This is an optimization exercise on Yosys and OpenROAD, whose aim is small area and a short achievable clock period, not a production implementation. Function was checked by simulation only, so behaviour that the tests miss may differ from the original. Power and IR drop assume default switching activity.

## run.sh

```bash
#!/bin/bash
# synth_recipe.tcl (not shown) runs the flow's synth.tcl, then flattens the netlist and writes it again
# the make line also repeats each setting of config.mk as NAME=value (left out here)
make -C /OpenROAD-flow-scripts/flow DESIGN_CONFIG=/design/flow/config.mk WORK_HOME=/design/flow/orfs CLKGATE_MAP_FILE= SYNTH_SCRIPT=/design/flow/synth_recipe.tcl finish
```

## config.mk

```make
export PLATFORM = sky130hd
export DESIGN_NAME = trading_strategy
export DESIGN_NICKNAME = trading_strategy
export VERILOG_FILES = /design/flow/design.v
export SDC_FILE = /design/flow/constraint.sdc
export NUM_CORES = 4
export LEC_CHECK = 0
export CAP_MARGIN = 20
export CORE_MARGIN = 2
export CORE_UTILIZATION = 40
export SLEW_MARGIN = 20
```

## constraint.sdc

```tcl
create_clock -name core_clock -period 200.0 [get_ports {clk}]
set_input_delay 40.0000 -clock core_clock [delete_from_list [all_inputs] [get_ports {clk}]]
set_output_delay 40.0000 -clock core_clock [all_outputs]
set_load 0.01 [all_outputs]
```

## design.v

```verilog
module trading_strategy #(
    parameter SYMBOL_WIDTH = 32,
    parameter PRICE_WIDTH = 32,
    parameter VOLUME_WIDTH = 32,
    parameter MAX_SYMBOLS = 256,
    parameter STRATEGY_COUNT = 4
) (
    input  wire                     clk,
    input  wire                     rst_n,
    input  wire                     tick_valid,
    input  wire [SYMBOL_WIDTH-1:0]  tick_symbol,
    input  wire [PRICE_WIDTH-1:0]   tick_price,
    input  wire [PRICE_WIDTH-1:0]   tick_bid,
    input  wire [PRICE_WIDTH-1:0]   tick_ask,
    input  wire [VOLUME_WIDTH-1:0]  tick_volume,
    input  wire [3:0]               strategy_enable,     
    input  wire [PRICE_WIDTH-1:0]   arb_min_profit,     
    input  wire [PRICE_WIDTH-1:0]   mm_spread,          
    input  wire [VOLUME_WIDTH-1:0]  twap_target_vol,    
    input  wire [31:0]              twap_duration,      
    output reg                      order_valid,
    output reg  [SYMBOL_WIDTH-1:0]  order_symbol,
    output reg  [PRICE_WIDTH-1:0]   order_price,
    output reg  [VOLUME_WIDTH-1:0]  order_volume,
    output reg                      order_side,         
    output reg  [2:0]               order_type,         
    input  wire [VOLUME_WIDTH-1:0]  current_position,
    input  wire [PRICE_WIDTH-1:0]   position_limit,
    output wire [31:0]              decisions_made,
    output wire [31:0]              orders_generated,
    output wire [15:0]              active_strategies
);
localparam STRATEGY_ARBITRAGE = 2'b00;
localparam STRATEGY_MARKET_MAKING = 2'b01;
localparam STRATEGY_TWAP = 2'b10;
localparam STRATEGY_MOMENTUM = 2'b11;
reg [31:0] decision_counter;
reg [31:0] order_gen_counter;
reg [15:0] active_strategy_mask;
reg [PRICE_WIDTH-1:0] price_history [0:15];   
reg [3:0] price_history_ptr;
reg [PRICE_WIDTH-1:0] last_price;
reg [PRICE_WIDTH-1:0] arb_price_1, arb_price_2;
reg [SYMBOL_WIDTH-1:0] arb_symbol_1, arb_symbol_2;
wire arb_opportunity;
wire [PRICE_WIDTH-1:0] arb_profit;
reg [PRICE_WIDTH-1:0] mm_bid_price, mm_ask_price;
reg [VOLUME_WIDTH-1:0] mm_bid_volume, mm_ask_volume;
reg mm_quote_valid;
integer i;
reg [31:0] twap_timer;
reg [VOLUME_WIDTH-1:0] twap_executed;
reg [VOLUME_WIDTH-1:0] twap_slice_size;
reg twap_active;
wire twap_time_slice;
wire [PRICE_WIDTH-1:0] price_change;
wire momentum_signal;
reg [1:0] selected_strategy;
reg strategy_decision_valid;
reg tick_valid_d1, tick_valid_d2;
reg [SYMBOL_WIDTH-1:0] tick_symbol_d1, tick_symbol_d2;
reg [PRICE_WIDTH-1:0] tick_price_d1, tick_price_d2;
reg [PRICE_WIDTH-1:0] tick_bid_d1, tick_bid_d2;
reg [PRICE_WIDTH-1:0] tick_ask_d1, tick_ask_d2;
assign decisions_made = decision_counter;
assign orders_generated = order_gen_counter;
assign active_strategies = active_strategy_mask;
always @(posedge clk or negedge rst_n) begin
    if (!rst_n) begin
        decision_counter <= 32'b0;
        order_gen_counter <= 32'b0;
        active_strategy_mask <= 16'b0;
        price_history_ptr <= 4'b0;
        last_price <= {PRICE_WIDTH{1'b0}};
        mm_quote_valid <= 1'b0;
        twap_timer <= 32'b0;
        twap_executed <= {VOLUME_WIDTH{1'b0}};
        twap_active <= 1'b0;
        tick_valid_d1 <= 1'b0;
        tick_valid_d2 <= 1'b0;
        order_valid <= 1'b0;
        strategy_decision_valid <= 1'b0;
        for (i = 0; i < 16; i = i + 1) begin
            price_history[i] <= {PRICE_WIDTH{1'b0}};
        end
    end else begin
        tick_valid_d1 <= tick_valid;
        tick_valid_d2 <= tick_valid_d1;
        tick_symbol_d1 <= tick_symbol;
        tick_symbol_d2 <= tick_symbol_d1;
        tick_price_d1 <= tick_price;
        tick_price_d2 <= tick_price_d1;
        tick_bid_d1 <= tick_bid;
        tick_bid_d2 <= tick_bid_d1;
        tick_ask_d1 <= tick_ask;
        tick_ask_d2 <= tick_ask_d1;
        if (tick_valid) begin
            price_history[price_history_ptr] <= tick_price;
            price_history_ptr <= price_history_ptr + 1;
            last_price <= tick_price;
        end
        order_valid <= 1'b0;
        strategy_decision_valid <= 1'b0;
        if (tick_valid_d2) begin
            decision_counter <= decision_counter + 1;
            if (strategy_enable[0] && arb_opportunity) begin
                selected_strategy <= STRATEGY_ARBITRAGE;
                strategy_decision_valid <= 1'b1;
            end else if (strategy_enable[1] && mm_quote_valid) begin
                selected_strategy <= STRATEGY_MARKET_MAKING;
                strategy_decision_valid <= 1'b1;
            end else if (strategy_enable[2] && twap_active && twap_time_slice) begin
                selected_strategy <= STRATEGY_TWAP;
                strategy_decision_valid <= 1'b1;
            end else if (strategy_enable[3] && momentum_signal) begin
                selected_strategy <= STRATEGY_MOMENTUM;
                strategy_decision_valid <= 1'b1;
            end
        end
        if (strategy_decision_valid) begin
            case (selected_strategy)
                STRATEGY_ARBITRAGE: begin
                    execute_arbitrage();
                end
                STRATEGY_MARKET_MAKING: begin
                    execute_market_making();
                end
                STRATEGY_TWAP: begin
                    execute_twap();
                end
                STRATEGY_MOMENTUM: begin
                    execute_momentum();
                end
            endcase
        end
        update_arbitrage_state();
        update_market_making_state();
        update_twap_state();
        active_strategy_mask <= {12'b0, strategy_enable};
    end
end
assign arb_profit = (tick_ask_d2 > tick_bid_d2) ? (tick_ask_d2 - tick_bid_d2) : 32'b0;
assign arb_opportunity = (arb_profit > arb_min_profit) && (current_position < position_limit);
assign twap_time_slice = (twap_timer > 0) && ((twap_timer % (twap_duration / 100)) == 0);
assign price_change = (tick_price_d2 > last_price) ? (tick_price_d2 - last_price) : 
                     (last_price - tick_price_d2);
assign momentum_signal = (price_change > (tick_price_d2 >> 7));   
task execute_arbitrage;
    begin
        if (arb_profit > arb_min_profit) begin
            order_valid <= 1'b1;
            order_symbol <= tick_symbol_d2;
            order_price <= tick_bid_d2;
            order_volume <= 32'd1000;   
            order_side <= 1'b0;   
            order_type <= 3'b001;   
            order_gen_counter <= order_gen_counter + 1;
        end
    end
endtask
task execute_market_making;
    begin
        if (mm_quote_valid) begin
            order_valid <= 1'b1;
            order_symbol <= tick_symbol_d2;
            order_price <= mm_bid_price;
            order_volume <= mm_bid_volume;
            order_side <= 1'b0;   
            order_type <= 3'b001;   
            order_gen_counter <= order_gen_counter + 1;
        end
    end
endtask
task execute_twap;
    begin
        if (twap_active && (twap_executed < twap_target_vol)) begin
            order_valid <= 1'b1;
            order_symbol <= tick_symbol_d2;
            order_price <= tick_price_d2;
            order_volume <= twap_slice_size;
            order_side <= 1'b0;   
            order_type <= 3'b000;   
            twap_executed <= twap_executed + twap_slice_size;
            order_gen_counter <= order_gen_counter + 1;
        end
    end
endtask
task execute_momentum;
    begin
        if (momentum_signal) begin
            order_valid <= 1'b1;
            order_symbol <= tick_symbol_d2;
            order_price <= tick_price_d2;
            order_volume <= 32'd500;   
            order_side <= (price_change > 0) ? 1'b0 : 1'b1;   
            order_type <= 3'b000;   
            order_gen_counter <= order_gen_counter + 1;
        end
    end
endtask
task update_arbitrage_state;
    begin
        arb_price_1 <= tick_price_d1;
        arb_symbol_1 <= tick_symbol_d1;
        arb_price_2 <= tick_price_d2;
        arb_symbol_2 <= tick_symbol_d2;
    end
endtask
task update_market_making_state;
    begin
        if (tick_valid_d1) begin
            mm_bid_price <= tick_bid_d1 + (mm_spread >> 1);
            mm_ask_price <= tick_ask_d1 - (mm_spread >> 1);
            mm_bid_volume <= 32'd1000;
            mm_ask_volume <= 32'd1000;
            mm_quote_valid <= 1'b1;
        end
    end
endtask
task update_twap_state;
    begin
        if (twap_active) begin
            twap_timer <= twap_timer + 1;
            twap_slice_size <= (twap_target_vol - twap_executed) / 
                              ((twap_duration - twap_timer) / 100 + 1);
            if (twap_executed >= twap_target_vol || twap_timer >= twap_duration) begin
                twap_active <= 1'b0;
                twap_timer <= 32'b0;
                twap_executed <= {VOLUME_WIDTH{1'b0}};
            end
        end else if (strategy_enable[2] && twap_target_vol > 0) begin
            twap_active <= 1'b1;
            twap_timer <= 32'b0;
            twap_executed <= {VOLUME_WIDTH{1'b0}};
        end
    end
endtask
endmodule
```

==> impl_metrics.tcl <==
set metrics [dict create \
    dp_hpwl_um 242000 \
    yosys.cell_types.count 139 \
    drt-total-wl_um 300600 \
    synth-compound-area-share_pct 25.89 \
    cts_root_buf "clkbuf_16" \
    critPathLaunchType "input pin" \
    place.gp.congestion 0.9231 \
    initial_core_util_pct 40.22 \
    setup_viol 0 \
    clock_power_uw 130 \
    p_total_uw 349800 \
    synth_warnings 2 \
    dieHeight_um 485.0 \
    grt_pass1_vias 85571 \
    synth-edff-count 420 \
    seq_area_frac_synth_pct 18.22 \
    p_sw_share_pct 55.20 \
    top_layer "met4" \
    synth_area_mm2 0.09255 \
    hp-start "tick_price_d1[8]" \
    hold_violations 0 \
    pg_seq_uw 369 \
    cts_num_sinks 590 \
    drtIter0Drc 6372 \
    ys_top_cells_by_area "ha_1 (18%), edfxtp_1 (14%), o21a_1 (5.1%)" \
    drive_above_1_share_pct 9.911 \
    end_kind "flop" \
    syn_inst 11671 \
    finalCriticalPeriod_ns 188.28 \
    peakVddDrop_uv 5422 \
    pwr-share-seq_pct 0.1 \
    yosys_register_bits 590 \
    wl_met1_um 139000 \
    layout.cells.most_common "ha_1" \
    fp-row-count 176 \
    path_common_cell "o21a_1" \
    viasPerCell 5.931 \
    synth_top_area_share_pct 18.06 \
    required_ns 200.39 \
    crit_type "input pin to flop" \
    maxCapViolCount 0 \
    r2r_start "twap_timer[1]" \
    dr.pass1.iters 6 \
    clkTransAtPathRegs_ns 0.06 \
    met3_length_um 12460 \
    wl_met2_um 141500 \
    r2r_end "twap_slice_size[0]" \
    portBuffers 492 \
    track_usage_pct 24.19 \
    synth_top_family_by_area "compound AO/OA/AOI/OAI gates" \
    clockBufferDepth 3 \
    tightest_slew_ns 1.317 \
    synthAdderAreaFrac_pct 18.32 \
    switching_power_uw 193100 \
    antenna_left 0 \
    status "timing/DRC/antenna clean" \
    finalSetupTns_ns 0 \
    synth_area_leader_cell "ha_1" \
    intPower_uw 156700 \
    cts_hold_buffers 0 \
    p_leak_uw 0.04568 \
    overflow 0 \
    worst-path-buf-inv 133 \
    htree_num_levels 3 \
    cp_max_fo 49 \
    clk_latency_ns 0.69 \
    num_vias 90227 \
    p_comb_uw 349000 \
    p_comb_share_pct 99.9 \
    slowest_delay_ns 0.59 \
    worstHoldPathType "flop to flop" \
    cts-buffers-inserted 70 \
    regToRegSetupSlack_ns 50.81 \
    cts_tree "yes" \
    grt_first_pass_wirelength_um 468300 \
    critPathTopFamily "compound AO/OA/AOI/OAI gates" \
    clkPwrFrac_pct 0 \
    worstSetupStartpoint "twap_duration[0]" \
    endpoint "twap_slice_size[0]" \
    timing.clock.skew_ns 0.05816 \
    synthMuxAreaShare_pct 5.896 \
    hold-path-endpoint "tick_price_d2[8]" \
    drc_errors 0 \
    async_reset_ff_share_pct 28.81 \
    yosys.area_share.simple_pct 20.71 \
    slew_headroom_pct 11.56 \
    boundaryPins 540 \
    fin_crit_sh_pct 94.14 \
    layout_common_cells "ha_1 (1321), nor2_1 (1044), nand2_1 (847)" \
    cp.arrival_ns 188.67 \
    crit_slowest_cell "o31ai_1" \
    power_top_consumer "combinational cells" \
    grt_max_degree 150 \
    wire_per_inst_um 19.76 \
    dieArea_mm2 0.2352 \
    antenna_found_initial 15 \
    fin_util_pct 46.09 \
    p_per_area_mw_per_mm2 3298 \
    cp.depth 900 \
    slew_violations 0 \
    reg2reg_depth 828 \
    max_freq_mhz 5.311 \
    synth.avg_cell_area_um2 7.930 \
    synth-xor-area-share_pct 6.591 \
    area_growth_pct 14.60 \
    die_w_um 485.0 \
    hold_depth 0 \
    synth_ff_type "edfxtp_1" \
    nets 13824 \
    coreArea_mm2 0.2301 \
]
==> layer usage <==
layer / up-vias / track usage, %
li1: 44496 / -
met1: 43325 / 32.69
met2: 2070 / 41.45
met3: 336 / 1.984
met4: 0 / 5.987
met5: - / 0
==> cells by family (layout without fill, tap and decap cells) <==
kind of cell    after synthesis  after routing
compound gates             3551           3551
buf+inv                    1037           1525
xor+xnor                    691            691
other cells                   2             28
fa+ha+maj                  1352           1352
flops                       590            590
mux                         494            494
simple gates               3954           3955
==> synth_stat cells (112+ instances only) <==
cell type and n:
nand2b_1 142, nor2_1 1064, mux2i_1 135, dfrtp_1 170, o21ai_0 608, mux2_2 329, nand4_1 210, nor3_1 681
nor2b_1 209, ha_1 1336, and2_1 112, nand3_1 202, o31ai_1 182, a21oi_1 819, nand2_1 854, a21o_1 283
xor2_1 259, inv_1 617, o21bai_1 113, xnor2_1 428, o21a_1 633, clkbuf_1 313, edfxtp_1 420
==> stage by stage <==
stage	hold WS [ns]	setup slack [ns]	instance area, um^2	std cells
6_report	0.4031	11.72	106100	15212
5_1_grt	0.4069	-0.3758	106100	15210
4_1_cts	0.3994	1.293	103400	15071
3_5_place_dp	0.4045	1.292	101100	14942
3_3_place_gp	0.4001	3.902	101100	14942
2_1_floorplan	0.3587	18.49	92620	11689
==> cell type report <==
class                           count  area (um^2)
Tap cell                         3026         3786
Sequential cell                   590        16870
Clock inverter                     37        440.4
Timing Repair inverter              4        20.02
Fill cell                       22484       124100
Clock buffer                       92         1884
Timing Repair Buffer              763         7092
Inverter                          629         2412
Multi-Input combinational cell  10063        73540
Antenna cell                        8        20.02
==> timing repair <==
action | 4_1_cts | 5_1_grt
hold endpoints to repair | 0 | 0
resized for setup | 0 | 359
endpoints found under the setup margin | 0 | 3
setup buffers | 0 | 126

==> separate check: timing with driven ports <==
How much do the figures lean on ideal ports? The routed layout below was timed once more, with nothing changed but the port constraints.
Step 1 assumes that a clkbuf_16 drives the clock port and a buf_2 every other input.
Step 2 also shifts input and output timing later by t, the mid clock arrival at the registers, as if the neighbouring blocks saw the same clock.
Slacks: no drivers / after step 1 / after step 2; pairs: no drivers / after step 1.
t, ns: 0.744
setup WS [ns]: 11.723 / 11.788 / 11.043
latest minus earliest clock arrival (ns): 0.058 / 0.059
slew at the worst register clock pin (ns): 0.07 / 0.07
After both steps this run still meets setup and hold. The setup slack of this run moves by +0.065 ns with the drivers and by -0.680 ns with both steps.
